Context: an optimization exercise on an open-source flow, tuned for small area, a short achievable clock period and few clock cycles. The choices shown serve that exercise and are no tape-out recipe.
Where RTL was checked, it was by simulation tests only, not by an equivalence proof against the original.
Function not checked in run 1: the RTL went through the layout flow alone.
Power and IR drop assume default switching activity.

[design/flow/config.mk]
export PLATFORM = sky130hd
export DESIGN_NAME = Tresholding
export DESIGN_NICKNAME = Tresholding
export VERILOG_FILES = /design/flow/design.v
export SDC_FILE = /design/flow/constraint.sdc
export NUM_CORES = 4
export LEC_CHECK = 0
export CAP_MARGIN = 20
export CORE_MARGIN = 2
export CORE_UTILIZATION = 40
export CTS_BUF_LIST = sky130_fd_sc_hd__clkbuf_8
export SETUP_SLACK_MARGIN = 5
export SLEW_MARGIN = 20
[design/flow/constraint.sdc]
create_clock -name core_clock -period 8.0 [get_ports {Clk}]
set_input_delay 1.6000 -clock core_clock [delete_from_list [all_inputs] [get_ports {Clk}]]
set_output_delay 1.6000 -clock core_clock [all_outputs]
set_load 0.01 [all_outputs]
[design/flow/design.v]
`timescale 1 ns/1 ns
module Tresholding(Go, P_Addr, P_Data, B_Addr, I_RW, I_En, O_RW, O_En, Done, T_Out, Clk, Rst);
	input Go;
	input [7:0] P_Data;
	output reg [16:0] P_Addr, B_Addr;
	output [7:0] T_Out;
	output I_RW, O_RW;
	output reg I_En, O_En, Done;
	input Clk, Rst;
	localparam K  = 10;          
	localparam L  = K + 4;       
	localparam NS = 320 / K;     
	localparam RW = 4;             
	assign I_RW = 1'b0;
	assign O_RW = 1'b1;
	reg         busy;            
	reg         run;             
	reg [RW-1:0] r;              
	reg [7:0]   cc;              
	reg [5:0]   s;               
	wire start   = Go & (~busy | Done);
	wire r_last  = (r == L-1);
	wire s_last  = (s == NS-1);
	wire c_end   = s_last ? (cc == 8'd241) : (cc == 8'd239);
	wire f_last  = r_last & s_last & (cc == 8'd241);
	wire rd_ok   = run & (cc < 8'd240) & ~((s == 0) & (r < 2)) & ~(s_last & (r >= L-2));
	wire ov      = run & (r >= 4) & ((cc >= 8'd2) | (s != 0));
	wire [1:0] otype = ~ov ? 2'd0 : ~r_last ? 2'd1 :
	                   ((cc == 8'd1) | (cc == 8'd241)) ? 2'd3 : 2'd2;
	always @(posedge Clk) begin
		if (Rst) begin
			busy <= 1'b0;
			run  <= 1'b0;
		end else begin
			if (start) begin
				busy <= 1'b1;
				run  <= 1'b1;
			end else begin
				if (Done) busy <= 1'b0;
				if (f_last) run <= 1'b0;
			end
		end
	end
	always @(posedge Clk) begin
		if (start) begin
			r  <= 0;
			cc <= 0;
			s  <= 0;
		end else if (run) begin
			if (r_last) begin
				r <= 0;
				if (c_end) begin
					cc <= 0;
					s  <= s + 1'b1;
				end else
					cc <= cc + 1'b1;
			end else
				r <= r + 1'b1;
		end
	end
	reg p_r0, p_c0;                  
	always @(posedge Clk) begin
		if (start) begin
			p_r0 <= 1'b1;
			p_c0 <= 1'b1;
		end else if (run) begin
			p_r0 <= r_last;
			p_c0 <= r_last & c_end;
		end
	end
	always @(posedge Clk) begin
		if (start)
			P_Addr <= 17'd479;
		else if (~p_r0)
			P_Addr <= P_Addr + 17'd240;
		else if (~p_c0)
			P_Addr <= P_Addr - (17'd240*(L-1) - 17'd1);
		else
			P_Addr <= P_Addr - 17'd959;
	end
	reg       rv, rvd;
	reg [3:0] m1, m2, m3;            
	reg [1:0] ot1, ot2, ot3, ot4, ot5, ot6, ot7;
	always @(posedge Clk) begin
		if (Rst) begin
			I_En <= 1'b0;
			rv   <= 1'b0;
			rvd  <= 1'b0;
			ot1 <= 0; ot2 <= 0; ot3 <= 0; ot4 <= 0; ot5 <= 0; ot6 <= 0;
			O_En <= 1'b0;
			Done <= 1'b0;
		end else begin
			I_En <= rd_ok;
			rv   <= I_En;
			rvd  <= rv;
			ot1  <= otype;
			ot2  <= ot1;
			ot3  <= ot2;
			ot4  <= ot3;
			ot5  <= ot4;
			ot6  <= ot5;
			O_En <= (ot6 != 2'd0);
			Done <= (ot6 == 2'd3) & ~run;
		end
	end
	always @(posedge Clk) begin
		m1 <= {(cc == 8'd0) | (cc == 8'd1), (cc == 8'd1), (cc == 8'd2), (cc == 8'd2) | (cc == 8'd3)};
		m2 <= m1;
		m3 <= m2;
		ot7 <= ot6;
	end
	always @(posedge Clk) begin
		if (start)
			B_Addr <= 17'd0;
		else if (O_En) begin
			if (ot7 == 2'd1)
				B_Addr <= B_Addr + 17'd240;
			else if (ot7 == 2'd2)
				B_Addr <= B_Addr - (17'd240*(K-1) - 17'd1);
			else
				B_Addr <= B_Addr + 17'd1;
		end
	end
	localparam N = 4*L;
	reg [7:0] sr [0:N-1];
	reg [7:0] pd;                    
	wire [7:0] din = rvd ? pd : 8'd0;
	integer i;
	always @(posedge Clk) begin
		pd    <= P_Data;
		sr[0] <= din;
		for (i = 1; i < N; i = i + 1)
			sr[i] <= sr[i-1];
	end
	wire [7:0] x4 = m3[3] ? 8'd0 : din;
	wire [7:0] x3 = m3[2] ? 8'd0 : sr[L-1];
	wire [7:0] x2 = sr[2*L-1];
	wire [7:0] x1 = m3[1] ? 8'd0 : sr[3*L-1];
	wire [7:0] x0 = m3[0] ? 8'd0 : sr[4*L-1];
	reg [8:0]  a04, a13;
	reg [10:0] c7;
	always @(posedge Clk) begin
		a04 <= x0 + x4;
		a13 <= x1 + x3;
		c7  <= {x2, 3'b000} - x2;
	end
	wire [7:0] c2 = sr[2*L];         
	reg [12:0] G;
	reg [16:0] X3;
	always @(posedge Clk) begin
		G   <= a04 + {a13, 2'b00} + c7;
		X3  <= {~c2, 8'd0} + {~c2, 3'd0} - {a13, 1'b0} - 17'd2040;
	end
	wire [7:0] c3 = sr[2*L+1];       
	reg [12:0] H0;
	reg [14:0] H1;
	reg [16:0] H3;
	always @(posedge Clk) begin
		H0 <= G;
		H1 <= {G, 2'b00} - {c3, 1'b0};
		H3 <= {G, 3'b000} - G + X3;
	end
	reg [12:0] Q1;
	reg [14:0] Q2;
	reg [16:0] Q3, Q4;
	wire [17:0] acc = Q4 + H0;
	reg  t;
	always @(posedge Clk) begin
		Q1 <= H0;
		Q2 <= Q1 + H1;
		Q3 <= Q2 + H3;
		Q4 <= Q3 + H1;
		t  <= acc[17] | acc[16];
	end
	assign T_Out = {8{t}};
endmodule
[design/flow/flow/run.sh]
#!/bin/bash
# The standard layout, with ORFS's timing repair aiming at a larger setup
# margin and a clock tree without dummy loads.
bash standard.sh SETUP_SLACK_MARGIN=5.4 "CTS_ARGS=-sink_clustering_enable -repair_clock_nets -dont_use_dummy_load -buf_list sky130_fd_sc_hd__clkbuf_8 -sink_clustering_size 16 -sink_clustering_max_diameter 80 -root_buf sky130_fd_sc_hd__clkbuf_16" finish > standard.log 2>&1
[design/flow/standard.sh]
#!/bin/bash
# synth_recipe.tcl (not shown) runs the flow's synth.tcl, then flattens the netlist and writes it again
# the make line also repeats each setting of config.mk as NAME=value (left out here)
make -C /OpenROAD-flow-scripts/flow DESIGN_CONFIG=/design/flow/config.mk WORK_HOME=/design/flow/orfs CLKGATE_MAP_FILE= SYNTH_SCRIPT=/design/flow/synth_recipe.tcl "${@:-finish}"
==> results_dict.tcl, run 1 <==
set metrics [dict create \
    outcome "no timing/DRC/antenna violations" \
    max_freq_ghz 0.3688 \
    htreeDepth 2 \
    start_util 0.4039 \
    syn_to_final_growth_pct 12.78 \
    hold_viol 0 \
    power.density_nw_per_um2 266.7 \
    drc 0 \
    wl_per_cell_um 13.81 \
    wirelength_mm 38.81 \
    fin_tns_setup_ns 0 \
    setup_violations 0 \
    fin_ws_ns 5.288 \
    cts_made_buffers 51 \
    critPathLaunchType "flip-flop" \
    cts.sinks 705 \
    die-height_um 242.4 \
    hold_path_class "reg -> reg" \
    mostFrequentLayoutCell "dfxtp_1" \
    crit_path_start "G[3]" \
    gp_congestion 0.8233 \
    fin_skew_ns 0.05731 \
    ys.flop_type "dfxtp_1" \
    reg2reg_depth 10 \
    place_area_um2 24000 \
    nNetsFinal 2240 \
    critPathCaptureType "flip-flop" \
    syn_nets 2121 \
    die_w_um 242.4 \
    min_to "sr[19][2]" \
    hold_depth 0 \
    fill_cells 5163 \
    postRouteAntennaNets 0 \
    first_iter_violations 456 \
    dpl.hpwl_mm 27.18 \
    reg2reg_slack_ns 5.29 \
    ios 58 \
    grt_pass1_wl_mm 64.71 \
    r2r_end "H3[15]" \
    core_um2 56280 \
    cts_tree "built" \
    io_buffers 55 \
    hold_ws_ns 0.2985 \
    synth_area_um2 22730 \
    min-delay-start "sr[18][2]" \
    grt_pass1_vias 13304 \
    grt_max_degree 26 \
    p_leak_nw 10.78 \
    synth_seq_area_share 0.6209 \
    rr_startpoint "G[3]" \
    clk_latency_ns 0.57 \
    crit_required_ns 8.42 \
    antenna_found_initial 1 \
    cts_buffer_depth 3 \
    layout-drive-gt1-share 0.1271 \
    totalPowerFinal_mw 6.837 \
    drt-pass1-iter-count 4 \
    dp_slack_ns 4.488 \
    syn_area_per_cell_um2 11.74 \
    synth_seq_cells 705 \
    stdcell_area_um2 25640 \
    vdd_drop_max_uv 192.7 \
    final_cell_mix "dfxtp_1 (653), nor2_1 (138), ha_1 (138), inv_1 (123), xnor2_1 (87)" \
    root_buffer "clkbuf_16" \
    slew_violations 0 \
    tightest_slew_ns 0.8102 \
    cts_hold_buf 0 \
    via_per_inst 4.677 \
    cp_max_fo 3 \
    synth_edf_count 0 \
    dieArea_um2 58750 \
    clk_pin_slew_worst_paths_ns 0.10 \
    row_count 87 \
    maxCapViolations 0 \
    max_slew_margin 0.4528 \
    netlist_instances 1936 \
    layout_min_cycle_time_ns 2.712 \
    grt_util_all_layers 0.1338 \
    crit_arrival_ns 3.14 \
    async_reset_ff_frac 0 \
    synth_warnings 2 \
    criticalPathCategory "reg -> reg" \
    synth_cell_types 83 \
    rsz0062_at_grt "yes" \
    period_share 0.3389 \
    grt-ovfl-total 0 \
    via_count 13142 \
]
[cell usage after synthesis, drive strengths merged, types with 6 or more instances]
| cell | count | share of area |
|---|---|---|
| nor3b | 7 | 0.0023 |
| nor4 | 7 | 0.0026 |
| a31oi | 10 | 0.0028 |
| xnor2 | 87 | 0.034 |
| mux2i | 7 | 0.0031 |
| xor2 | 53 | 0.020 |
| o211ai | 6 | 0.0020 |
| a211oi | 14 | 0.0048 |
| nor2b | 61 | 0.017 |
| a21oi | 81 | 0.018 |
| and2 | 10 | 0.0028 |
| clkbuf | 20 | 0.0033 |
| buf | 23 | 0.0073 |
| inv | 128 | 0.021 |
| a21o | 22 | 0.0073 |
| o21ai | 77 | 0.017 |
| fa | 27 | 0.024 |
| nor3 | 34 | 0.0077 |
| nand4 | 16 | 0.0044 |
| nor2 | 139 | 0.023 |
| nand2 | 71 | 0.012 |
| nand3 | 18 | 0.0040 |
| o21a | 25 | 0.0086 |
| a21boi | 6 | 0.0020 |
| ha | 147 | 0.081 |
| o21bai | 7 | 0.0023 |
| nand2b | 20 | 0.0056 |
| dfxtp | 705 | 0.62 |
| and3 | 15 | 0.0041 |
| or3 | 9 | 0.0025 |
| o31ai | 8 | 0.0026 |
[registers in the layout (all words and copies together) (netlist names), 6 cells and up]
register / cells
sr: 448
B_Addr: 17
H3: 17
P_Addr: 17
Q3: 17
Q4: 17
X3: 16
Q2: 15
G: 13
H1: 13
Q1: 13
H0: 12
c7: 10
a04: 9
a13: 9
cc: 8
pd: 8
s: 6
[layer usage]
| metal | global-route usage | vias to the layer above | share of wire |
|---|---|---|---|
| met1 | 0.1708 | 6234 | 0.47 |
| met4 | 0.04394 | 2 | 0.026 |
| met2 | 0.2267 | 178 | 0.47 |
| li1 | - | 6658 | - |
| met3 | 0.02670 | 70 | 0.035 |
| met5 | 0 | - | 0.00036 |
[stage by stage]
stage,utilization,instances
finish,0.4555,2810
global route,0.4555,2809
CTS,0.4513,2801
detailed placement,0.4265,2706
global placement,0.4265,2706
floorplan,-,1936
[worst max-delay path, cell delays in order (launching register included)]
cell	delay [ns]
dfxtp_4	0.38
inv_4	0.04
fa_1	0.57
ha_4	0.21
nor2b_4	0.12
o31a_1	0.25
o31a_1	0.34
o2111ai_2	0.21
and3_4	0.24
o31ai_4	0.07
xor2_1	0.15
[cell families (layout without fill, tap and decap cells)]
group	after synthesis	count (layout)	synth area share
buf+inv	171	288	0.03170
compound gates	307	307	0.08895
flops	705	705	0.6209
mux	8	8	0.003578
fa+ha+maj	176	176	0.1056
simple gates	427	427	0.09500
xor+xnor	140	140	0.05394
other cells	2	3	0.0003304
[layout make-up]
type	instances	area (um2)	area share
Antenna cell	1	2.502	0.00009761
Clock buffer	51	758.2	0.02958
Inverter	128	485.5	0.01894
Multi-Input combinational cell	1060	8150	0.3179
Sequential cell	705	14280	0.5569
Tap cell	756	945.9	0.03690
Timing Repair Buffer	109	1018	0.03973
[worst max path at each step]
stage	cells after the start	endpoint	slack [ns]
2_1_floorplan	10	H3[15]	5.42
3_3_place_gp	5	cc[0]	4.56
3_5_place_dp	5	cc[3]	4.49
4_1_cts	9	H3[15]	5.26
5_1_grt	10	H3[15]	5.20
6_report	10	H3[15]	5.29
[report_power, final]
group          switching (mW)  internal, mW  leakage [nW]
registers               0.116          3.73          5.74
logic                   0.676         0.684          4.64
clock network           0.996         0.632         0.392
total                    1.79          5.05          10.8
[repair_timing]
action / in CTS / in global routing
gates resized for setup: 334 / 37
pin swaps: 11 / 22
setup buffers: 44 / 8
setup endpoints to repair: 76 / 67
==> run 2, diff against run 1 <==
--- a/design/flow/design.v
+++ b/design/flow/design.v
@@ -8,5 +8,5 @@
 	output reg I_En, O_En, Done;
 	input Clk, Rst;
-	localparam K  = 10;          
+	localparam K  = 8;           
 	localparam L  = K + 4;       
 	localparam NS = 320 / K;     
==> run 2 against run 1 <==
  * Worst hold slack better by 0.0011 ns
  * Cell area down 5.4%
  * Combinational power about the same
  * Register-to-register slack better by 0.09 ns
  * Sequential share of layout area down 2.1 points
==> results_dict.tcl, run 2 <==
set metrics [dict create \
    via_count 12794 \
    vdd_drop_max_uv 173.6 \
    max_slew_margin 0.4600 \
    synth_cell_types 73 \
    cts.sinks 641 \
    die-height_um 235.1 \
    layout-drive-gt1-share 0.1383 \
    grt_max_degree 39 \
    gp_congestion 0.8188 \
    hold_viol 0 \
    synthTopCellsByArea "dfxtp_1 (60%), ha_1 (8.6%), xnor2_1 (3.7%), fa_1 (2.5%), inv_1 (2.4%)" \
    rsz0062_at_grt "yes" \
    stdcell_area_um2 24240 \
    grt_pass1_vias 13047 \
    tightest_slew_ns 0.8089 \
    final_cell_mix "dfxtp_1 (586), ha_1 (137), inv_1 (126), nor2_1 (122), xnor2_1 (91)" \
    dpl.hpwl_mm 26.46 \
    netlist_instances 1874 \
    crit_required_ns 6.40 \
    htreeDepth 2 \
    crit_arrival_ns 1.08 \
    post-route-util 0.4604 \
    via_per_inst 4.767 \
    critPathLaunchType "flip-flop" \
    seqPwrFrac 0.551 \
    row_count 84 \
    wirelength_mm 37.96 \
    clk_pin_slew_worst_paths_ns 0.09 \
    nNetsFinal 2182 \
    cts_buffer_depth 3 \
    yosys.area.top_type "dfxtp_1" \
    die_w_um 235.1 \
    path_cells "buf_2" \
    cp_slowest_stage_delay_ns 0.41 \
    grt_util_all_layers 0.1390 \
    synth_seq_area_share 0.6005 \
    p_sw_frac 0.2696 \
    synth_common_cells "dfxtp_1 (641), ha_1 (147), inv_1 (136)" \
    synth_warnings 2 \
    max_freq_ghz 0.3729 \
    yosysMostFrequentCell "dfxtp_1" \
    largest-register "sr" \
    fill_cells 4847 \
    layout_min_cycle_time_ns 2.682 \
    outcome "no timing/DRC/antenna violations" \
    fin_skew_ns 0.04550 \
    dieArea_um2 55280 \
    synth_top_area_frac 0.6005 \
    fin_tns_setup_ns 0 \
    maxCapViolations 0 \
    clockPowerShare 0.236 \
    drc 0 \
    ios 58 \
    drt-pass1-iter-count 5 \
    grt_pass1_wl_mm 63.47 \
    grt-ovfl-total 0 \
    power.density_nw_per_um2 264.7 \
    async_reset_ff_frac 0 \
    cts_tree "built" \
    clk_latency_ns 0.56 \
    period_share 0.3353 \
    hold_ws_ns 0.2996 \
    start_util 0.4058 \
    slowest_stage "dfxtp_4" \
    io_buffers 55 \
    synth_seq_cells 641 \
    hold_path_class "reg -> reg" \
    largest_reg_flops 384 \
    wl_per_cell_um 14.14 \
    mostFrequentLayoutCell "dfxtp_1" \
    dp_cells 2579 \
    root_buffer "clkbuf_16" \
    setup_violations 0 \
    ys.flop_type "dfxtp_1" \
    p_leak_nw 10.21 \
    core_um2 52660 \
    criticalPathCategory "reg -> out" \
    p_comb_frac 0.213 \
    place_area_um2 22620 \
    slew_violations 0 \
    intPower_mw 4.687 \
    syn_nets 2059 \
    critPathBufInv 1 \
    postRouteAntennaNets 0 \
    totalPowerFinal_mw 6.417 \
    cts_made_buffers 47 \
    syn_to_final_growth_pct 13.45 \
    syn_area_per_cell_um2 11.40 \
    p_sw_mw 1.730 \
    first_iter_violations 457 \
    cp_top_family "flip-flops" \
    antenna_found_initial 0 \
    cp_max_fo 8 \
    critPathCaptureType "output port" \
    synth_edf_count 0 \
    dp_slack_ns 4.813 \
    stdcell_count 2684 \
    fin_ws_ns 5.318 \
    synth_area_um2 21370 \
]
==> run 2: cell count changes after synthesis, sizes merged, moves of 7 or more <==
cell	delta
a21oi	+7
inv	+8
nor2	-17
o21a	-11
o21ai	-11
nand2	+10
dfxtp	-64
nand3	+18
==> run 2: timing repair <==
item / in CTS / in global routing
buffers inserted: 46 / 11
resized for setup: 338 / 38
gates cloned: 0 / 0
endpoints found under the setup margin: 61 / 73
hold buffers: 0 / 0
hold endpoints to repair: 0 / 0
pin swaps: 35 / 23
==> run 2: power by group through the flow <==
stage               registers (mW)  logic [mW]  clock network [mW]
finish                        3.54        1.37                1.52
global route                  3.57        1.53                1.72
CTS                           3.54        1.32                1.60
detailed placement            3.63        1.17                   0
global placement              3.62        1.14                   0
floorplan                     3.59       0.910                   0
==> run 2: worst paths after layout <==
path,slack [ns],from,cells after the start,endpoint
worst max-delay path,5.32,t,1,T_Out[5]
worst min-delay path,0.30,sr[1][1],0,sr[2][1]
worst max register to register,5.38,X3[4],11,H3[15]
worst min register to register,0.30,sr[1][1],0,sr[2][1]
==> run 2: kinds of logic after synthesis <==
kind of cell    Yosys count  synth area share
mux                       7          0.003338
other cells               2         0.0003515
flops                   641            0.6005
fa+ha+maj               174            0.1114
buf+inv                 178           0.03443
simple gates            439            0.1045
xor+xnor                138           0.05656
compound gates          295           0.08889
==> run 2: layer usage <==
layer  wire length [um]  global-route usage
met5                  0                   0
met4                983             0.04526
met1              17940              0.1787
met3               1356             0.02650
met2              17680              0.2348
==> run 2: layout make-up <==
cell class | count | area [um2] | share of cell area
Antenna cell | 1 | 2.502 | 0.0001032
Clock buffer | 47 | 703.2 | 0.02901
Inverter | 137 | 514.2 | 0.02121
Multi-Input combinational cell | 1055 | 8133 | 0.3355
Sequential cell | 641 | 12980 | 0.5356
Tap cell | 688 | 860.8 | 0.03551
Timing Repair Buffer | 115 | 1045 | 0.04310
Testbench counts of run 2, summed over its fixed seeds: cycles 345,693.
==> run 3, diff against run 2 <==
--- a/design/flow/design.v
+++ b/design/flow/design.v
@@ -147,13 +147,12 @@
 	wire [7:0] c2 = sr[2*L];         
 	reg [12:0] G;
-	reg [16:0] X3;
+	reg [14:0] X3;
 	always @(posedge Clk) begin
 		G   <= a04 + {a13, 2'b00} + c7;
-		X3  <= {~c2, 8'd0} + {~c2, 3'd0} - {a13, 1'b0} - 17'd2040;
+		X3  <= 15'd0 - {a13, 1'b0} - {c2, 3'b000};
 	end
 	wire [7:0] c3 = sr[2*L+1];       
 	reg [12:0] H0;
-	reg [14:0] H1;
-	reg [16:0] H3;
+	reg [14:0] H1, H3;
 	always @(posedge Clk) begin
 		H0 <= G;
@@ -161,8 +160,9 @@
 		H3 <= {G, 3'b000} - G + X3;
 	end
+	wire [7:0] c4 = sr[2*L+4];       
 	reg [12:0] Q1;
 	reg [14:0] Q2;
-	reg [16:0] Q3, Q4;
-	wire [17:0] acc = Q4 + H0;
+	reg [15:0] Q3, Q4;
+	wire [17:0] acc = Q4 + H0 + {~c4, 8'd0};
 	reg  t;
 	always @(posedge Clk) begin
==> run 3 against run 2 <==
  * Clock power barely moved
  * Via count rose by 1.2%
  * Die area grew 0.23%
  * Core utilization is 0.055 points higher
  * Clock skew up 0.010 ns
  * Final cell count about the same
  * Sequential power is essentially flat
  * Count of clock-buffer cells in the layout is 1 lower
  * Global-route usage increased by 0.32 points
  * Maximum frequency grew 0.83%
  * Non-clock buffer count grew 1
  * Critical path type unchanged
  * Critical endpoint is now B_Addr[5]
  * Largest cell class unchanged
  * Highest routed layer unchanged
==> results_dict.tcl, run 3 <==
set metrics [dict create \
    synth_top_area_frac 0.5917 \
    max_freq_ghz 0.3759 \
    max_slew_margin 0.3707 \
    fin_tns_setup_ns 0 \
    start_util 0.4059 \
    dp_cells 2575 \
    cts_tree "built" \
    regArea_um2 12840 \
    syn_nets 2060 \
    cp_max_fo 2 \
    grt_pass1_vias 13076 \
    slowest_stage "dfxtp_4" \
    synth_seq_area_share 0.5917 \
    p_leak_nw 10.36 \
    htreeDepth 2 \
    place_area_um2 22700 \
    clockPowerShare 0.219 \
    largest_reg_flops 384 \
    syn_to_final_growth_pct 13.55 \
    wirelength_mm 39.31 \
    reg_top3 "sr (384), B_Addr (17), P_Addr (17)" \
    nNetsFinal 2196 \
    yosysMostFrequentCell "dfxtp_1" \
    dieArea_um2 55410 \
    reg2reg_slack_ns 5.43 \
    grt_util_all_layers 0.1422 \
    antenna_found_initial 0 \
    critPathLaunchType "flip-flop" \
    critPathBufInv 1 \
    rsz0062_at_grt "yes" \
    hold_viol 0 \
    postRouteAntennaNets 0 \
    totalPowerFinal_mw 6.837 \
    stdcell_area_um2 24320 \
    synth_area_um2 21420 \
    p_sw_frac 0.2919 \
    crit_arrival_ns 1.06 \
    via_per_inst 4.825 \
    drt-pass1-iter-count 6 \
    syn_area_per_cell_um2 11.52 \
    grt_max_degree 35 \
    power.density_nw_per_um2 281.1 \
    fill_cells 4817 \
    maxCapViolations 0 \
    crit_path_start "B_Addr[5]" \
    cts_made_buffers 46 \
    clk_pin_slew_worst_paths_ns 0.11 \
    via_count 12946 \
    synth_cell_types 75 \
    reg2reg_depth 10 \
    grt-ovfl-total 0 \
    cp_slowest_stage_delay_ns 0.38 \
    yosys.area.top_type "dfxtp_1" \
    final_cell_mix "dfxtp_1 (577), ha_1 (151), inv_1 (118), nor2_1 (112), xnor2_1 (93)" \
    synth_common_cells "dfxtp_1 (633), ha_1 (159), inv_1 (128)" \
    async_reset_ff_frac 0 \
    hold_path_class "reg -> reg" \
    p_comb_frac 0.266 \
    die-height_um 235.4 \
    seqPwrFrac 0.515 \
    synth_edf_count 0 \
    mostFrequentLayoutCell "dfxtp_1" \
    stdcell_count 2683 \
    ys.flop_type "dfxtp_1" \
    wl_per_cell_um 14.65 \
    fin_skew_ns 0.05568 \
    first_iter_violations 491 \
    cp_top_family "flip-flops" \
    die_w_um 235.4 \
    io_buffers 55 \
    cts_buffer_depth 3 \
    core_um2 52760 \
    root_buffer "clkbuf_16" \
    period_share 0.3325 \
    vdd_drop_max_uv 155.1 \
    setup_violations 0 \
    netlist_instances 1859 \
    r2r_end "H3[14]" \
    row_count 84 \
    layout_min_cycle_time_ns 2.660 \
    clk_latency_ns 0.57 \
    synth_seq_cells 633 \
    p_sw_mw 1.996 \
    intPower_mw 4.841 \
    synthTopCellsByArea "dfxtp_1 (59%), ha_1 (9.3%), xnor2_1 (3.8%), fa_1 (2.9%), inv_1 (2.2%)" \
    gp_congestion 0.8155 \
    largest-register "sr" \
    path_depth 1 \
    critPathCaptureType "output port" \
    dpl.hpwl_mm 27.44 \
    drc 0 \
    ios 58 \
    slew_violations 0 \
    tightest_slew_ns 0.9420 \
    layout-drive-gt1-share 0.1415 \
    worstSetupEndpoint "B_Addr[5]" \
    criticalPathCategory "reg -> out" \
    rr_startpoint "X3[5]" \
    path_cells "buf_6" \
    crit_required_ns 6.40 \
    grt_pass1_wl_mm 64.23 \
    multi_input_area_um2 8401 \
    outcome "no timing/DRC/antenna violations" \
    synth_warnings 2 \
    cts.sinks 633 \
]
[run 3: cell types whose count changed after synthesis, sizes merged, moves of 9 or more]
cell   before  now
ha        147  159
a21o       21   30
buf        25   14
a21oi      88   78
[run 3: final cells by class]
| type | count | share of cell area |
|---|---|---|
| diodes | 2 | 0.0002058 |
| clock buffers | 46 | 0.02835 |
| inverters | 128 | 0.01976 |
| multi-input cells | 1070 | 0.3454 |
| flip-flops and latches | 633 | 0.5280 |
| well taps | 688 | 0.03540 |
| repair buffers | 116 | 0.04291 |
[run 3: stage by stage]
step | hold WS [ns] | util | setup slack (ns)
finish | 0.2743 | 0.4609 | 5.340
global route | 0.2786 | 0.4608 | 5.278
CTS | 0.2771 | 0.4558 | 5.288
detailed placement | 0.3121 | 0.4302 | 4.813
global placement | 0.3096 | 0.4302 | 4.846
floorplan | 0.3096 | - | 5.410
[run 3: routing by layer]
layer	GRT usage	routed length, um
met5	0	0
met4	0.04652	1050
met3	0.02838	1752
met2	0.2480	18450
met1	0.1758	18060
[run 3: cells by family (layout without fill, tap and decap cells)]
family / Yosys count / in the layout / share of synthesized area
AOI/OAI and AO/OA: 295 / 295 / 0.09148
xor gates and xnor gates: 139 / 139 / 0.05684
adders and majority gates: 190 / 190 / 0.1219
buffers and inverters: 156 / 290 / 0.02933
DFF: 633 / 633 / 0.5917
muxes: 6 / 6 / 0.002804
other: 2 / 4 / 0.0003506
and+or+nand+nor: 438 / 438 / 0.1057
[run 3: power by group through the flow]
stage	clock (mW)	sequential (mW)	combinational, mW
after CTS	1.58	3.52	1.76
after detailed placement	0	3.60	1.59
after floorplan	0	3.56	1.21
after global routing	1.69	3.55	2.03
final	1.50	3.52	1.82
after global placement	0	3.60	1.54
[run 3: how the worst min path moves through the flow]
stage                     depth (start not counted)  startpoint        end
final                                             0    sr[0][0]   sr[1][0]
after floorplan                                   0       Q1[0]      Q2[0]
after global placement                            0   sr[46][3]  sr[47][3]
after CTS                                         0    sr[0][0]   sr[1][0]
after global routing                              0    sr[3][0]   sr[4][0]
after detailed placement                          0   sr[14][3]  sr[15][3]
[run 3: repair_timing]
action	in CTS	in global routing
pin swaps	14	26
endpoints found under the setup margin	68	64
resized for setup	332	49
buffers inserted	49	11
hold buffers	0	0
[run 3: worst register-to-register path, cell delays in order (launching register included)]
cell and delay, ns:
dfxtp_2 0.34, inv_2 0.03, fa_1 0.54, inv_2 0.05, ha_4 0.23, nand2_1 0.07, o211ai_1 0.14, or4_4 0.47
a31oi_4 0.26, nor2_2 0.05, a211o_1 0.27
Testbench counts of run 3, summed over its fixed seeds: cycles 345,693.
==> run 4, diff against run 3 <==
--- a/design/flow/design.v
+++ b/design/flow/design.v
@@ -8,5 +8,5 @@
 	output reg I_En, O_En, Done;
 	input Clk, Rst;
-	localparam K  = 8;           
+	localparam K  = 10;          
 	localparam L  = K + 4;       
 	localparam NS = 320 / K;     
--- a/design/flow/config.mk
+++ b/design/flow/config.mk
@@ -10,4 +10,5 @@
 export CORE_UTILIZATION = 40
 export CTS_BUF_LIST = sky130_fd_sc_hd__clkbuf_8
+export PLACE_DENSITY = 0.8
 export SETUP_SLACK_MARGIN = 5
 export SLEW_MARGIN = 20
==> run 4 against run 3 <==
  * Still clean on timing, DRC and antenna
  * Setup slack improved by 0.0014 ns
  * Critical path depth stayed put
  * Final cell count grew 2.8%
  * Maximum frequency about the same
  * Global-route usage fell by 0.68 points
  * Area after synthesis grew 4.5%
  * Sequential share of layout area rose by 3.1 points
  * Routed wire length up 0.60%
  * Total power grew 12%
  * Via count grew 1.3%
  * Clock skew grew 0.0035 ns
  * Critical endpoint is now B_Addr[13]
  * Highest routed layer unchanged
==> results_dict.tcl, run 4 <==
set metrics [dict create \
    outcome "no timing/DRC/antenna violations" \
    synth_area_um2 22390 \
    path_cells "buf_6" \
    wl_per_cell_um 14.34 \
    max_freq_ghz 0.3761 \
    gp_congestion 0.8549 \
    clk_latency_ns 0.57 \
    layout-drive-gt1-share 0.1289 \
    fin_skew_ns 0.05917 \
    antenna_found_initial 0 \
    critPathCaptureType "output port" \
    setup_violations 0 \
    totalPowerFinal_mw 7.633 \
    reg_top3 "sr (448), B_Addr (17), P_Addr (17)" \
    cp_max_fo 2 \
    hold_depth 0 \
    grt-ovfl-total 0 \
    final_cell_mix "dfxtp_1 (646), ha_1 (150), inv_1 (126), nor2_1 (102), xnor2_1 (85)" \
    async_reset_ff_frac 0 \
    wirelength_mm 39.55 \
    yosys.area.top_type "dfxtp_1" \
    cp_slowest_stage_delay_ns 0.38 \
    syn_nets 2087 \
    core_um2 55200 \
    cts_tree "built" \
    root_buffer "clkbuf_16" \
    power.density_nw_per_um2 302.4 \
    crit_arrival_ns 1.06 \
    worstSetupEndpoint "B_Addr[13]" \
    synth_xor_area_frac 0.05320 \
    row_count 86 \
    netlist_instances 1887 \
    largest_reg_flops 448 \
    syn_to_final_growth_pct 12.73 \
    cts_made_buffers 50 \
    largest-register "sr" \
    reg2reg_depth 11 \
    fin_tns_setup_ns 0 \
    drc 0 \
    slowest_stage "dfxtp_4" \
    r2r_end "H3[13]" \
    crit_required_ns 6.40 \
    clk_pin_slew_worst_paths_ns 0.10 \
    first_iter_violations 603 \
    syn_area_per_cell_um2 11.87 \
    period_share 0.3323 \
    synth_common_cells "dfxtp_1 (697), ha_1 (158), inv_1 (132)" \
    ios 58 \
    critPathBufInv 1 \
    start_util 0.4056 \
    grt_max_degree 26 \
    htreeDepth 2 \
    synth_cell_types 65 \
    ys.flop_type "dfxtp_1" \
    cts.sinks 697 \
    synth_warnings 2 \
    synth-simple-area-share 0.08873 \
    tightest_slew_ns 0.9388 \
    synth_top_family_by_area "adder cells" \
    critPathLaunchType "flip-flop" \
    synthTopCellsByArea "dfxtp_1 (62%), ha_1 (8.8%), xnor2_1 (3.3%), fa_1 (2.8%), inv_1 (2.2%)" \
    antenna_cells 0 \
    layout_min_cycle_time_ns 2.659 \
    io_buffers 55 \
    via_per_inst 4.753 \
    reg2reg_slack_ns 5.37 \
    synth_compound_area_frac 0.08561 \
    die_w_um 240.6 \
    nNetsFinal 2212 \
    postRouteAntennaNets 0 \
    drt-pass1-iter-count 5 \
    rr_startpoint "G[1]" \
    via_count 13108 \
    dpl.hpwl_mm 26.79 \
    synth_top_area_frac 0.6232 \
    hold_path_class "reg -> reg" \
    grt_util_all_layers 0.1354 \
    grt_pass1_wl_mm 63.47 \
    synth_seq_cells 697 \
    path_depth 1 \
    maxCapViolations 0 \
    slew_violations 0 \
    criticalPathCategory "reg -> out" \
    yosys.area_share.adder 0.1160 \
    grt_pass1_vias 13378 \
    p_leak_nw 10.77 \
    die-height_um 240.6 \
    dieArea_um2 57890 \
    cp_top_family "flip-flops" \
    synth_edf_count 0 \
    cts_buffer_depth 3 \
    mostFrequentLayoutCell "dfxtp_1" \
    synthMuxAreaShare 0.003129 \
    yosysMostFrequentCell "dfxtp_1" \
    hold_viol 0 \
    vdd_drop_max_uv 188.6 \
    synth_seq_area_share 0.6232 \
    max_slew_margin 0.3728 \
    crit_path_start "B_Addr[13]" \
    rsz0062_at_grt "yes" \
]
-- run 4: cell count changes in the layout (fill, tap and decap cells not counted), sizes merged, moves of 7 or more --
| cell | change |
|---|---|
| a21boi | +8 |
| a21oi | +10 |
| buf | -10 |
| dfxtp | +64 |
| nand2 | -7 |
| nand2b | +7 |
| nor2 | -13 |
| nor3 | -12 |
| o21ai | +10 |
| xnor2 | -8 |
-- run 4: timing repair --
| item | CTS | global route |
|---|---|---|
| hold endpoints to repair | 0 | 0 |
| pin swaps | 9 | 24 |
| endpoints found under the setup margin | 85 | 70 |
| hold buffers | 0 | 0 |
| buffers inserted | 41 | 9 |
| gates resized for setup | 313 | 53 |
-- run 4: where the power goes --
group,total [mW],internal (mW),switching [mW]
Combinational,2.08,0.995,1.09
Clock,1.62,0.621,0.996
Sequential,3.93,3.77,0.162
Total,7.63,5.39,2.25
-- run 4: cell type report --
cell class,instances,area (um2)
fill,4857,29960
sequential,697,14100
multi-input combinational,1025,8013
timing repair buffer,106,945.9
tap,748,935.9
clock buffer,50,744.5
inverter,132,500.5
-- run 4: cell families (layout without fill, tap and decap cells) --
group / count (synthesis) / in the layout
simple gates: 389 / 389
xor+xnor: 136 / 136
fa+ha+maj: 189 / 189
other cells: 2 / 2
flops: 697 / 697
mux: 7 / 7
buf+inv: 165 / 288
compound gates: 302 / 302
-- run 4: how the worst min path moves through the flow --
stage / end / start / slack [ns]
3_5_place_dp: sr[39][0] / sr[38][0] / 0.31
2_1_floorplan: Q2[0] / Q1[0] / 0.31
6_report: sr[46][0] / sr[45][0] / 0.28
5_1_grt: sr[46][0] / sr[45][0] / 0.29
4_1_cts: sr[46][0] / sr[45][0] / 0.29
3_3_place_gp: Q2[0] / Q1[0] / 0.31
-- run 4: stage by stage --
| stage | hold slack (ns) | setup WS [ns] | utilization | instance area (um2) | cells |
|---|---|---|---|---|---|
| after global placement | 0.3099 | 4.616 | 0.4296 | 23710 | 2658 |
| after detailed placement | 0.3121 | 4.569 | 0.4296 | 23710 | 2658 |
| after CTS | 0.2862 | 5.298 | 0.4528 | 24990 | 2749 |
| final | 0.2801 | 5.341 | 0.4573 | 25240 | 2758 |
| after floorplan | 0.3096 | 5.406 | - | 22390 | 1887 |
| after global routing | 0.2885 | 5.281 | 0.4573 | 25240 | 2758 |
-- run 4: per-layer routing --
layer	vias up	part of all wire	GRT usage
met5	-	0	0
met4	0	0.030	0.05458
met3	91	0.047	0.02608
met2	310	0.47	0.2312
met1	6213	0.45	0.1681
li1	6494	-	-
Testbench counts of run 4, summed over its fixed seeds: cycles 322,665.
==> run 5, diff against run 4 <==
--- a/design/flow/config.mk
+++ b/design/flow/config.mk
@@ -10,5 +10,4 @@
 export CORE_UTILIZATION = 40
 export CTS_BUF_LIST = sky130_fd_sc_hd__clkbuf_8
-export PLACE_DENSITY = 0.8
 export SETUP_SLACK_MARGIN = 5
 export SLEW_MARGIN = 20
==> run 5 against run 4 <==
  * Still clean on timing, DRC and antenna
  * Non-clock buffer count is 2 lower
  * Die area is the same
  * Clock skew fell by 0.013 ns
  * Core utilization barely moved
  * Total power is 0.86% lower
  * Via count fell by 2.6%
  * Routed wire length down 5.4%
  * Sequential power about the same
  * Cell area about the same
  * Critical path type unchanged
  * Highest routed layer unchanged
==> results_dict.tcl, run 5 <==
set metrics [dict create \
    grt_pass1_vias 12848 \
    post-route-util 0.4571 \
    reg2reg_depth 9 \
    synth_top_area_frac 0.6232 \
    dieArea_um2 57890 \
    yosys.area.top_type "dfxtp_1" \
    cp_slowest_stage_delay_ns 0.38 \
    synth_edf_count 0 \
    crit_required_ns 6.40 \
    outcome "no timing/DRC/antenna violations" \
    die_w_um 240.6 \
    mostFrequentLayoutCell "dfxtp_1" \
    nNetsFinal 2210 \
    via_count 12762 \
    cts.sinks 697 \
    cts_tree "built" \
    rsz0062_at_grt "yes" \
    die-height_um 240.6 \
    cp_max_fo 2 \
    first_iter_violations 434 \
    synth_common_cells "dfxtp_1 (697), ha_1 (158), inv_1 (132)" \
    synth_cell_types 65 \
    criticalPathCategory "reg -> out" \
    cts_buffer_depth 3 \
    crit_arrival_ns 1.06 \
    clk_pin_slew_worst_paths_ns 0.11 \
    fin_tns_setup_ns 0 \
    p_sw_mw 2.195 \
    grt_max_degree 30 \
    fill_cells 5060 \
    async_reset_ff_frac 0 \
    tightest_slew_ns 0.9096 \
    clk_latency_ns 0.56 \
    via_per_inst 4.631 \
    path_depth 1 \
    grt-ovfl-total 0 \
    p_sw_frac 0.2901 \
    root_buffer "clkbuf_16" \
    wl_per_cell_um 13.57 \
    critPathLaunchType "flip-flop" \
    synth_area_um2 22390 \
    p_comb_frac 0.266 \
    hold_path_class "reg -> reg" \
    critPathCaptureType "output port" \
    multi_input_area_um2 8006 \
    slew_violations 0 \
    start_util 0.4056 \
    max_freq_ghz 0.3755 \
    fin_skew_ns 0.04592 \
    grt_util_all_layers 0.1321 \
    regArea_um2 14100 \
    period_share 0.3329 \
    intPower_mw 5.372 \
    io_buffers 55 \
    hold_depth 0 \
    grt_pass1_wl_mm 61.64 \
    gp_congestion 0.8471 \
    synth_seq_area_share 0.6232 \
    synth_seq_cells 697 \
    cts_made_buffers 50 \
    critPathBufInv 1 \
    largest-register "sr" \
    wirelength_mm 37.40 \
    syn_to_final_growth_pct 12.68 \
    setup_violations 0 \
    layout_min_cycle_time_ns 2.663 \
    syn_nets 2087 \
    seqPwrFrac 0.520 \
    layout-drive-gt1-share 0.1260 \
    synth_warnings 2 \
    clockPowerShare 0.214 \
    power.density_nw_per_um2 299.9 \
    dpl.hpwl_mm 25.89 \
    final_cell_mix "dfxtp_1 (644), ha_1 (151), inv_1 (128), nor2_1 (102), xnor2_1 (85)" \
    reg_top3 "sr (448), B_Addr (17), P_Addr (17)" \
    synthTopCellsByArea "dfxtp_1 (62%), ha_1 (8.8%), xnor2_1 (3.3%), fa_1 (2.8%), inv_1 (2.2%)" \
    drt-pass1-iter-count 5 \
    antenna_cells 0 \
    max_slew_margin 0.3923 \
    core_um2 55200 \
    maxCapViolations 0 \
    vdd_drop_max_uv 153.7 \
    ys.flop_type "dfxtp_1" \
    slowest_stage "dfxtp_4" \
    hold_viol 0 \
    antenna_found_initial 1 \
    largest_reg_flops 448 \
    ios 58 \
    drc 0 \
    htreeDepth 2 \
    row_count 86 \
    path_cells "buf_6" \
    syn_area_per_cell_um2 11.87 \
    netlist_instances 1887 \
    postRouteAntennaNets 0 \
    p_leak_nw 10.78 \
    cp_top_family "flip-flops" \
    yosysMostFrequentCell "dfxtp_1" \
]
## run 5: kinds of logic after synthesis
kind of cell	synth area share
muxes	0.003129
other	0.0003354
xor gates and xnor gates	0.05320
AOI/OAI and AO/OA	0.08561
DFF	0.6232
and+or+nand+nor	0.08874
adders and majority gates	0.1160
buffers and inverters	0.02984
## run 5: metal layers
metal	part of all wire	routed length, um	track usage
met5	0	0	0
met4	0.030	1104	0.05007
met3	0.033	1240	0.02299
met2	0.46	17280	0.2187
met1	0.48	17780	0.1729
## run 5: path summary, 6_finish.rpt
path,from,slack [ns],endpoint
max,B_Addr[5],5.34,B_Addr[5]
min,sr[26][5],0.30,sr[27][5]
max reg2reg,G[0],5.49,H3[13]
min reg2reg,sr[26][5],0.30,sr[27][5]
## run 5: area by class of cell
cell class / instances / share of cell area
Clock buffer: 50 / 0.02951
Inverter: 132 / 0.01964
Sequential cell: 697 / 0.5588
Multi-Input combinational cell: 1025 / 0.3173
Timing Repair Buffer: 104 / 0.03764
Tap cell: 748 / 0.03709
## run 5: power groups by stage
stage                     clock network (mW)  registers, mW  logic, mW
after detailed placement                   0           4.03       1.84
final                                   1.62           3.93       2.02
after CTS                               1.71           3.94       1.98
after floorplan                            0           3.97       1.44
after global routing                    1.83           3.97       2.27
after global placement                     0           4.03       1.79
## run 5: timing repair
action,CTS,global route
hold buffers,0,0
endpoints found under the setup margin,64,72
endpoints found under the hold margin,0,0
gates resized for setup,314,45
setup buffers,39,9
pin swaps,7,18
## run 5: metrics by stage
| step | area (um2) | setup WS (ns) | hold WS (ns) | power (mW) | instances |
|---|---|---|---|---|---|
| floorplan | 22390 | 5.406 | 0.3096 | 5.410 | 1887 |
| global placement | 23710 | 4.683 | 0.3097 | 5.823 | 2658 |
| detailed placement | 23710 | 4.651 | 0.3121 | 5.871 | 2658 |
| CTS | 25010 | 5.290 | 0.2838 | 7.624 | 2747 |
| global route | 25230 | 5.274 | 0.2960 | 8.068 | 2756 |
| finish | 25230 | 5.337 | 0.3006 | 7.568 | 2756 |
==> run 6, diff against run 5 <==
--- a/design/flow/config.mk
+++ b/design/flow/config.mk
@@ -8,6 +8,7 @@
 export CAP_MARGIN = 20
 export CORE_MARGIN = 2
-export CORE_UTILIZATION = 40
+export CORE_UTILIZATION = 55
 export CTS_BUF_LIST = sky130_fd_sc_hd__clkbuf_8
+export PLACE_DENSITY = 0.75
 export SETUP_SLACK_MARGIN = 5
 export SLEW_MARGIN = 20
==> run 6 against run 5 <==
  * Largest cell class unchanged
  * Combinational power is 2% higher
  * Non-clock buffer count grew 4
  * Critical endpoint is now O_En
  * Clock skew up 0.047 ns
  * Highest routed layer unchanged
  * Count of clock-buffer cells in the layout unchanged
  * Via count up 0.45%
  * Routed wire length is 1.0% higher
  * Total power rose by 0.59%
  * Critical path type unchanged
  * Core utilization grew 17 points
==> results_dict.tcl, run 6 <==
set metrics [dict create \
    clk_latency_ns 0.59 \
    root_buffer "clkbuf_16" \
    grt-ovfl-total 0 \
    tightest_slew_ns 0.9042 \
    cts_buffer_depth 3 \
    die-height_um 205.8 \
    rr_startpoint "ot7[0]" \
    critPathBufInv 1 \
    layout-drive-gt1-share 0.1312 \
    p_leak_nw 10.78 \
    fin_ws_ns 5.319 \
    p_comb_frac 0.272 \
    max_slew_margin 0.3960 \
    synth_edf_count 0 \
    yosysMostFrequentCell "dfxtp_1" \
    r2r_end "B_Addr[16]" \
    intPower_mw 5.402 \
    reg2reg_slack_ns 5.43 \
    core_um2 39910 \
    criticalPathCategory "reg -> out" \
    wirelength_mm 37.79 \
    outcome "no timing/DRC/antenna violations" \
    dp_slack_ns 4.860 \
    grt_pass1_vias 12909 \
    syn_nets 2087 \
    min-delay-start "sr[39][0]" \
    wl_per_cell_um 14.90 \
    fin_tns_setup_ns 0 \
    start_util 0.5610 \
    mostFrequentLayoutCell "dfxtp_1" \
    fin_skew_ns 0.09246 \
    hold_viol 0 \
    syn_area_per_cell_um2 11.87 \
    seqPwrFrac 0.517 \
    largest_reg_flops 448 \
    largest-register "sr" \
    hold_depth 0 \
    reg2reg_depth 11 \
    synth_seq_area_share 0.6232 \
    grt_max_degree 40 \
    dieArea_um2 42340 \
    ys.flop_type "dfxtp_1" \
    setup_violations 0 \
    cp_max_fo 2 \
    synth_warnings 2 \
    hold_ws_ns 0.2969 \
    via_per_inst 5.053 \
    ios 58 \
    crit_arrival_ns 1.08 \
    nNetsFinal 2214 \
    synth_cell_types 65 \
    clockPowerShare 0.212 \
    via_count 12820 \
    cts.sinks 697 \
    dp_cells 2435 \
    p_sw_frac 0.2904 \
    p_sw_mw 2.211 \
    gp_congestion 0.8299 \
    postRouteAntennaNets 0 \
    layout_min_cycle_time_ns 2.681 \
    cp_top_family "flip-flops" \
    min_to "sr[40][0]" \
    dpl.hpwl_mm 25.73 \
    synth_common_cells "dfxtp_1 (697), ha_1 (158), inv_1 (132)" \
    synthTopCellsByArea "dfxtp_1 (62%), ha_1 (8.8%), xnor2_1 (3.3%), fa_1 (2.8%), inv_1 (2.2%)" \
    synth_seq_cells 697 \
    period_share 0.3352 \
    maxCapViolations 0 \
    max_freq_ghz 0.3729 \
    yosys.area.top_type "dfxtp_1" \
    async_reset_ff_frac 0 \
    path_cells "buf_6" \
    die_w_um 205.8 \
    antenna_cells 0 \
    cts_tree "built" \
    vdd_drop_max_uv 256.7 \
    io_buffers 55 \
    crit_required_ns 6.40 \
    stdcell_area_um2 25110 \
    totalPowerFinal_mw 7.613 \
    slew_violations 0 \
    rsz0062_at_grt "yes" \
    slowest_stage "dfxtp_4" \
    stdcell_count 2537 \
    htreeDepth 2 \
    row_count 73 \
    final_cell_mix "dfxtp_1 (650), ha_1 (146), inv_1 (128), nor2_1 (101), xnor2_1 (85)" \
    antenna_found_initial 2 \
    critPathCaptureType "output port" \
    power.density_nw_per_um2 303.1 \
    clk_pin_slew_worst_paths_ns 0.11 \
    hold_path_class "reg -> reg" \
    place_area_um2 23430 \
    synth_area_um2 22390 \
    cp_slowest_stage_delay_ns 0.38 \
    grt_util_all_layers 0.1815 \
    drt-pass1-iter-count 5 \
    cts_made_buffers 50 \
    synth_top_area_frac 0.6232 \
    post-route-util 0.6291 \
    critPathLaunchType "flip-flop" \
    grt_pass1_wl_mm 61.90 \
    drc 0 \
    syn_to_final_growth_pct 12.15 \
    first_iter_violations 572 \
    netlist_instances 1887 \
    reg_top3 "sr (448), B_Addr (17), P_Addr (17)" \
]
## run 6: changes by cell type in the layout (fill, tap and decap cells not counted), sizes merged
cell	previous run	this run
buf	94	98
clkinvlp	0	1
inv	132	131
## run 6: logic make-up (layout without fill, tap and decap cells)
logic type / after synthesis / after routing / share of synthesized area
AOI/OAI and AO/OA: 302 / 302 / 0.08561
xor gates and xnor gates: 136 / 136 / 0.05320
adders and majority gates: 189 / 189 / 0.1160
buffers and inverters: 165 / 290 / 0.02984
DFF: 697 / 697 / 0.6232
muxes: 7 / 7 / 0.003129
other: 2 / 2 / 0.0003354
and+or+nand+nor: 389 / 389 / 0.08874
## run 6: timing repair
item                                    CTS  global route
endpoints found under the setup margin   64            67
hold buffers                              0             0
endpoints found under the hold margin     0             0
pin swaps                                 7            27
gates resized for setup                 316            55
setup buffers                            39            13
## run 6: worst max-delay path by stage
| stage | from | to | slack, ns | cells past startpoint |
|---|---|---|---|---|
| 3_5_place_dp | Go | p_c0 | 4.86 | 5 |
| 3_3_place_gp | Go | p_c0 | 4.89 | 5 |
| 6_report | O_En | O_En | 5.32 | 1 |
| 4_1_cts | O_En | O_En | 5.27 | 1 |
| 2_1_floorplan | a13[0] | G[11] | 5.41 | 11 |
| 5_1_grt | t | T_Out[3] | 5.26 | 1 |
## run 6: final cells by class
class                           count  area, um2
Tap cell                          525      656.9
Sequential cell                   697      14090
Fill cell                        3023      14800
Timing Repair Buffer              108       1005
Inverter                          132      499.2
Multi-Input combinational cell   1025       8119
Clock buffer                       50      744.5
## run 6: per-layer routing
metal,up-vias,wire length (um),GRT usage
met5,-,0,0
met4,0,838,0.05128
met2,201,18180,0.3106
met1,6059,17540,0.2359
li1,6491,-,-
met3,69,1228,0.03310
## run 6: power groups by stage
| stage | Clock, mW | Combinational (mW) | Sequential, mW |
|---|---|---|---|
| 2_1_floorplan | 0 | 1.44 | 3.97 |
| 3_3_place_gp | 0 | 1.77 | 4.02 |
| 3_5_place_dp | 0 | 1.85 | 4.02 |
| 4_1_cts | 1.67 | 1.99 | 3.93 |
| 5_1_grt | 1.79 | 2.31 | 3.96 |
| 6_report | 1.61 | 2.07 | 3.93 |
==> run 7, diff against run 6 <==
--- a/design/flow/design.v
+++ b/design/flow/design.v
@@ -8,5 +8,5 @@
 	output reg I_En, O_En, Done;
 	input Clk, Rst;
-	localparam K  = 10;          
+	localparam K  = 8;           
 	localparam L  = K + 4;       
 	localparam NS = 320 / K;     
==> design/flow/flow/run.sh (replaced) <==
#!/bin/bash
# The standard layout, with ORFS's timing repair aiming at a larger setup
# margin and a clock tree without dummy loads.
bash standard.sh SETUP_SLACK_MARGIN=5.4 "CTS_ARGS=-sink_clustering_enable -repair_clock_nets -dont_use_dummy_load -buf_list sky130_fd_sc_hd__clkbuf_8 -sink_clustering_size 16 -sink_clustering_max_diameter 80 -root_buf sky130_fd_sc_hd__clkbuf_16" RECOVER_POWER=50 finish > standard.log 2>&1
--- a/design/flow/config.mk
+++ b/design/flow/config.mk
@@ -8,7 +8,6 @@
 export CAP_MARGIN = 20
 export CORE_MARGIN = 2
-export CORE_UTILIZATION = 55
+export CORE_UTILIZATION = 40
 export CTS_BUF_LIST = sky130_fd_sc_hd__clkbuf_8
-export PLACE_DENSITY = 0.75
 export SETUP_SLACK_MARGIN = 5
 export SLEW_MARGIN = 20
==> run 7 against run 6 <==
  * Core utilization shrank 17 points
  * Register-to-register slack barely moved
  * Still clean on timing, DRC and antenna
  * Critical path depth did not move
  * Critical path type unchanged
  * Final cell count is 5.8% higher
  * Non-clock buffer count is 8 higher
  * Total power is 10% lower
  * Critical endpoint is now B_Addr[5]
==> results_dict.tcl, run 7 <==
set metrics [dict create \
    crit_arrival_ns 1.06 \
    syn_area_per_cell_um2 11.52 \
    grt_util_met2 0.2480 \
    mostFrequentLayoutCell "dfxtp_1" \
    hold_viol 0 \
    fin_tns_setup_ns 0 \
    synth_seq_area_share 0.5917 \
    layout-drive-gt1-share 0.1415 \
    cts_made_buffers 46 \
    cts_hold_buf 0 \
    grt_pass1_vias 13076 \
    ios 58 \
    layout_min_cycle_time_ns 2.660 \
    root_buffer "clkbuf_16" \
    slowest_stage "dfxtp_4" \
    period_share 0.3325 \
    netlist_instances 1859 \
    synth_common_cells "dfxtp_1 (633), ha_1 (159), inv_1 (128)" \
    tightest_slew_ns 0.9420 \
    power.density_nw_per_um2 281.1 \
    largest-register "sr" \
    nNetsFinal 2196 \
    dpl.hpwl_mm 27.44 \
    cp_top_family "flip-flops" \
    cts_tree "built" \
    grt_util_all_layers 0.1422 \
    die-height_um 235.4 \
    critPathCaptureType "output port" \
    drt-pass1-iter-count 6 \
    totalPowerFinal_mw 6.837 \
    drc 0 \
    gp_congestion 0.8155 \
    syn_to_final_growth_pct 13.55 \
    critPathBufInv 1 \
    grt_pass1_wl_mm 64.23 \
    synth_seq_cells 633 \
    synthTopCellsByArea "dfxtp_1 (59%), ha_1 (9.3%), xnor2_1 (3.8%), fa_1 (2.9%), inv_1 (2.2%)" \
    yosys.area.top_type "dfxtp_1" \
    vdd_drop_max_uv 155.1 \
    final_cell_mix "dfxtp_1 (577), ha_1 (151), inv_1 (118), nor2_1 (112), xnor2_1 (93)" \
    row_count 84 \
    clk_pin_slew_worst_paths_ns 0.11 \
    die_w_um 235.4 \
    grt_use_met3 0.02838 \
    clk_latency_ns 0.57 \
    maxCapViolations 0 \
    cp_max_fo 2 \
    grt-ovfl-total 0 \
    globalRouteMet1Util 0.1758 \
    async_reset_ff_frac 0 \
    postRouteAntennaNets 0 \
    hold_path_class "reg -> reg" \
    synth_warnings 2 \
    rsz0062_at_grt "yes" \
    p_leak_nw 10.36 \
    first_iter_violations 491 \
    htreeDepth 2 \
    setup_violations 0 \
    cp_slowest_stage_delay_ns 0.38 \
    fin_skew_ns 0.05568 \
    crit_required_ns 6.40 \
    wl_per_cell_um 14.65 \
    dieArea_um2 55410 \
    synth_top_area_frac 0.5917 \
    core_um2 52760 \
    grt.busiest_layer "met2" \
    largest_reg_flops 384 \
    outcome "no timing/DRC/antenna violations" \
    cts_buffer_depth 3 \
    via_per_inst 4.825 \
    max_slew_margin 0.3707 \
    synth_area_um2 21420 \
    synth_cell_types 75 \
    wirelength_mm 39.31 \
    reg_top3 "sr (384), B_Addr (17), P_Addr (17)" \
    critPathLaunchType "flip-flop" \
    yosysMostFrequentCell "dfxtp_1" \
    start_util 0.4059 \
    ys.flop_type "dfxtp_1" \
    slew_violations 0 \
    max_freq_ghz 0.3759 \
    via_count 12946 \
    path_cells "buf_6" \
    criticalPathCategory "reg -> out" \
    cts.sinks 633 \
    syn_nets 2060 \
    grt_max_degree 35 \
    synth_edf_count 0 \
    antenna_found_initial 0 \
    io_buffers 55 \
]
[run 7: cell count changes after synthesis, moves of 7 or more]
cell      before  now
a21oi_1       85   78
nor2_1       102  115
nor3_1        22   34
xnor2_1       85   93
nand2b_1      20   13
dfxtp_1      697  633
nand2_1       76   83
o21ai_0       65   58
a21boi_0      11    3
[run 7: per-layer routing]
metal  vias up  wire length [um]
met1      6076             18060
met2       266             18450
li1       6518                 -
met3        86              1752
met4         0              1050
met5         -                 0
[run 7: cell type report]
cell class	count	area, um2
fill	4817	28440
timing repair buffer	116	1044
tap	688	860.8
sequential	633	12840
multi-input combinational	1070	8401
clock buffer	46	689.4
antenna	2	5.005
inverter	128	480.5
[run 7: what timing repair did]
item,CTS,global route
buffers inserted,49,11
pin swaps,14,26
resized for setup,332,49
endpoints found under the setup margin,68,64
[run 7: worst paths after layout]
check / startpoint / end / slack [ns] / cells past startpoint
hold reg to reg: sr[0][0] / sr[1][0] / 0.27 / 0
setup / recovery: B_Addr[5] / B_Addr[5] / 5.34 / 1
setup reg to reg: X3[5] / H3[14] / 5.43 / 10
hold / removal: sr[0][0] / sr[1][0] / 0.27 / 0
[run 7: kinds of logic after synthesis]
| kind of cell | synth area share |
|---|---|
| adder cells (fa/ha/maj) | 0.1219 |
| other | 0.0003506 |
| AO/OA/AOI/OAI | 0.09148 |
| XOR/XNOR | 0.05684 |
| buffers and inverters | 0.02933 |
| AND/OR/NAND/NOR | 0.1057 |
| flip-flops | 0.5917 |
| multiplexers | 0.002804 |
[run 7: report_power, final]
group          internal [mW]  switching [mW]
sequential              3.39           0.135
clock                  0.576           0.920
combinational          0.877           0.942
[run 7: through the flow]
stage	hold WS (ns)	setup slack (ns)	area (um2)	utilization	cells
floorplan	0.3096	5.410	21430	-	1859
global placement	0.3096	4.846	22700	0.4302	2575
detailed placement	0.3121	4.813	22700	0.4302	2575
CTS	0.2771	5.288	24050	0.4558	2670
global route	0.2786	5.278	24310	0.4608	2681
finish	0.2743	5.340	24320	0.4609	2683
Testbench counts of run 7, summed over its fixed seeds: cycles 345,693.
==> run 8, diff against run 7 <==
==> design/flow/flow/run.sh (replaced) <==
#!/bin/bash
# The standard layout, with ORFS's timing repair aiming at a larger setup
# margin and a clock tree without dummy loads.
bash standard.sh SETUP_SLACK_MARGIN=5.4 "CTS_ARGS=-sink_clustering_enable -repair_clock_nets -dont_use_dummy_load -buf_list sky130_fd_sc_hd__clkbuf_8 -sink_clustering_size 16 -sink_clustering_max_diameter 80 -root_buf sky130_fd_sc_hd__clkbuf_16" SETUP_MOVE_SEQUENCE=unbuffer,sizeup,swap,clone finish > standard.log 2>&1
==> run 8 against run 7 <==
  * Setup slack got worse by 0.18 ns
  * Worst hold slack worse by 0.0010 ns
  * Critical endpoint is now O_En
  * Still clean on timing, DRC and antenna
  * Global-route usage shrank 0.35 points
  * Count of clock-buffer cells in the layout unchanged
  * Total power fell by 1.5%
  * Non-clock buffer count shrank 60
  * Register-to-register slack worse by 0.10 ns
==> results_dict.tcl, run 8 <==
set metrics [dict create \
    clockPowerShare 0.222 \
    first_iter_violations 448 \
    tightest_slew_ns 0.9089 \
    slowest_stage "dfxtp_4" \
    syn_nets 2060 \
    synth_common_cells "dfxtp_1 (633), ha_1 (159), inv_1 (128)" \
    p_sw_mw 1.960 \
    intPower_mw 4.777 \
    synth_edf_count 0 \
    crit_arrival_ns 1.24 \
    critPathBufInv 1 \
    max_slew_margin 0.3928 \
    synthMuxAreaShare 0.002804 \
    post-route-util 0.4526 \
    cts.sinks 633 \
    nNetsFinal 2137 \
    regArea_um2 12840 \
    rsz0062_at_grt "yes" \
    synth_area_um2 21420 \
    root_buffer "clkbuf_16" \
    vdd_drop_max_uv 171.7 \
    grt-ovfl-total 0 \
    grt_pass1_wl_mm 62.71 \
    synth_top_family_by_area "adder cells" \
    layout_min_cycle_time_ns 2.835 \
    multi_input_area_um2 8387 \
    cts_buffer_depth 3 \
    syn_area_per_cell_um2 11.52 \
    drt-pass1-iter-count 4 \
    hold_path_class "reg -> reg" \
    via_per_inst 4.821 \
    grt.busiest_layer "met2" \
    cp_top_family "flip-flops" \
    reg_top3 "sr (384), B_Addr (17), P_Addr (17)" \
    synth_seq_cells 633 \
    postCtsSetupRepairBufs 0 \
    yosysMostFrequentCell "dfxtp_1" \
    synth_xor_area_frac 0.05684 \
    path_cells "buf_6" \
    synthTopCellsByArea "dfxtp_1 (59%), ha_1 (9.3%), xnor2_1 (3.8%), fa_1 (2.9%), inv_1 (2.2%)" \
    htreeDepth 2 \
    fill_cells 4853 \
    core_um2 52760 \
    synth_top_area_frac 0.5917 \
    clk_latency_ns 0.57 \
    period_share 0.3544 \
    grt_max_degree 35 \
    p_comb_frac 0.250 \
    p_sw_frac 0.2910 \
    largest_reg_flops 384 \
    synth_seq_area_share 0.5917 \
    synth_compound_area_frac 0.09148 \
    die-height_um 235.4 \
    yosys.area.top_type "dfxtp_1" \
    netlist_instances 1859 \
    outcome "no timing/DRC/antenna violations" \
    setup_violations 0 \
    criticalPathCategory "reg -> out" \
    globalRouteMet1Util 0.1713 \
    crit_required_ns 6.40 \
    critPathLaunchType "flip-flop" \
    ys.flop_type "dfxtp_1" \
    mostFrequentLayoutCell "dfxtp_1" \
    synth_warnings 2 \
    via_count 12649 \
    drc 0 \
    hold_ws_ns 0.2733 \
    fin_tns_setup_ns 0 \
    wl_per_cell_um 14.52 \
    postRouteAntennaNets 0 \
    slew_violations 0 \
    critPathCaptureType "output port" \
    row_count 84 \
    largest-register "sr" \
    synth-simple-area-share 0.1057 \
    async_reset_ff_frac 0 \
    clk_pin_slew_worst_paths_ns 0.11 \
    cts_made_buffers 46 \
    max_freq_ghz 0.3527 \
    die_w_um 235.4 \
    ios 58 \
    dieArea_um2 55410 \
    syn_to_final_growth_pct 11.50 \
    layout-drive-gt1-share 0.1127 \
    start_util 0.4059 \
    hold_viol 0 \
    antenna_found_initial 0 \
    p_leak_nw 10.08 \
    io_buffers 55 \
    wirelength_mm 38.11 \
    grt_util_met2 0.2422 \
    seqPwrFrac 0.528 \
    grt_util_all_layers 0.1387 \
    maxCapViolations 0 \
    cts_tree "built" \
    power.density_nw_per_um2 282.1 \
    final_cell_mix "dfxtp_1 (580), ha_1 (152), inv_1 (118), nor2_1 (115), xnor2_1 (93)" \
    fin_skew_ns 0.05527 \
    cp_slowest_stage_delay_ns 0.52 \
    grt_pass1_vias 12804 \
    totalPowerFinal_mw 6.737 \
    dpl.hpwl_mm 27.44 \
    synth_cell_types 75 \
    grt_use_met3 0.02709 \
    gp_congestion 0.8155 \
    yosys.area_share.adder 0.1219 \
    cp_max_fo 24 \
]
## run 8: final timing paths
| check | startpoint | to | cells after the start | slack [ns] |
|---|---|---|---|---|
| worst max-delay path | O_En | O_En | 1 | 5.16 |
| worst min-delay path | sr[0][0] | sr[1][0] | 0 | 0.27 |
| worst max register to register | G[2] | H3[14] | 10 | 5.33 |
| worst min register to register | sr[0][0] | sr[1][0] | 0 | 0.27 |
## run 8: power by group through the flow
stage                     logic, mW  registers (mW)  clock network [mW]
after floorplan                1.21            3.56                   0
after global placement         1.54            3.60                   0
after detailed placement       1.59            3.60                   0
after CTS                      1.65            3.56                1.58
after global routing           1.89            3.59                1.69
final                          1.68            3.56                1.49
## run 8: what timing repair did
item                                    in CTS  in global routing
pin swaps                                    6                 24
gates resized for setup                    333                 51
hold buffers                                 0                  0
gates cloned                                 0                  1
endpoints found under the hold margin        0                  0
endpoints found under the setup margin      68                 64
## run 8: final cells by class
cell class,count,share of cell area
inverters,128,0.02022
well taps,688,0.03605
diodes,2,0.0002096
clock buffers,46,0.02887
flip-flops and latches,633,0.5377
multi-input cells,1071,0.3512
repair buffers,56,0.02573
## run 8: metrics by stage
stage	setup slack, ns	cells	cell area, um2
after floorplan	5.410	1859	21430
after global routing	5.082	2622	23880
final	5.165	2624	23880
after detailed placement	4.813	2575	22700
after CTS	5.111	2621	23720
after global placement	4.846	2575	22700
## run 8: metal layers
layer / vias up / part of all wire
met1: 5966 / 0.46
met2: 207 / 0.47
met4: 0 / 0.026
li1: 6405 / -
met5: - / 0
met3: 71 / 0.037
## run 8: cell families (layout without fill, tap and decap cells)
group                      after synthesis  count (layout)
AOI/OAI and AO/OA                      295             295
DFF                                    633             633
other                                    2               4
and+or+nand+nor                        438             439
xor gates and xnor gates               139             139
buffers and inverters                  156             230
adders and majority gates              190             190
muxes                                    6               6

[afterwards: timing with drivers on the ports]
The results above use ideal ports. As a check the final layouts listed here were re-extracted and re-timed, cells and wires unchanged. Step 1, drivers: a clkbuf_16 drives Clk and a buf_2 each remaining input, both assumed. Step 2 adds t to the input delays and takes it off the output delays; t is the mean of the earliest and latest rising clock arrival at the registers after step 1. Input paths then give back, and output paths get back, about the clock's delay inside the block. a / b / c = no drivers / after step 1 / after step 2; a / b = the first two.
run	t (ns)	setup WS [ns]	hold slack, ns	latest minus earliest clock arrival (ns)	pins driven straight from the clock port
run 1	0.589	5.288 / 5.258 / 4.868	0.299 / 0.299 / 0.299	0.079 / 0.078	1
run 2	0.593	5.318 / 5.259 / 4.906	0.300 / 0.300 / 0.300	0.058 / 0.057	1
run 3	0.593	5.340 / 5.283 / 4.923	0.274 / 0.274 / 0.274	0.061 / 0.061	1
run 4	0.592	5.341 / 5.288 / 4.923	0.280 / 0.280 / 0.280	0.059 / 0.059	1
run 5	0.584	5.337 / 5.281 / 4.901	0.301 / 0.301 / 0.301	0.086 / 0.086	1
run 6	0.587	5.319 / 5.267 / 4.799	0.297 / 0.297 / 0.297	0.102 / 0.103	1
run 7	0.593	5.340 / 5.283 / 4.923	0.274 / 0.274 / 0.274	0.061 / 0.061	1
run 8	0.592	5.165 / 5.111 / 4.919	0.273 / 0.273 / 0.273	0.061 / 0.061	1
After both steps every run listed still meets setup and hold. The setup slack of run 6, which loses most, moves by -0.052 ns with the drivers and by -0.520 ns with both steps.
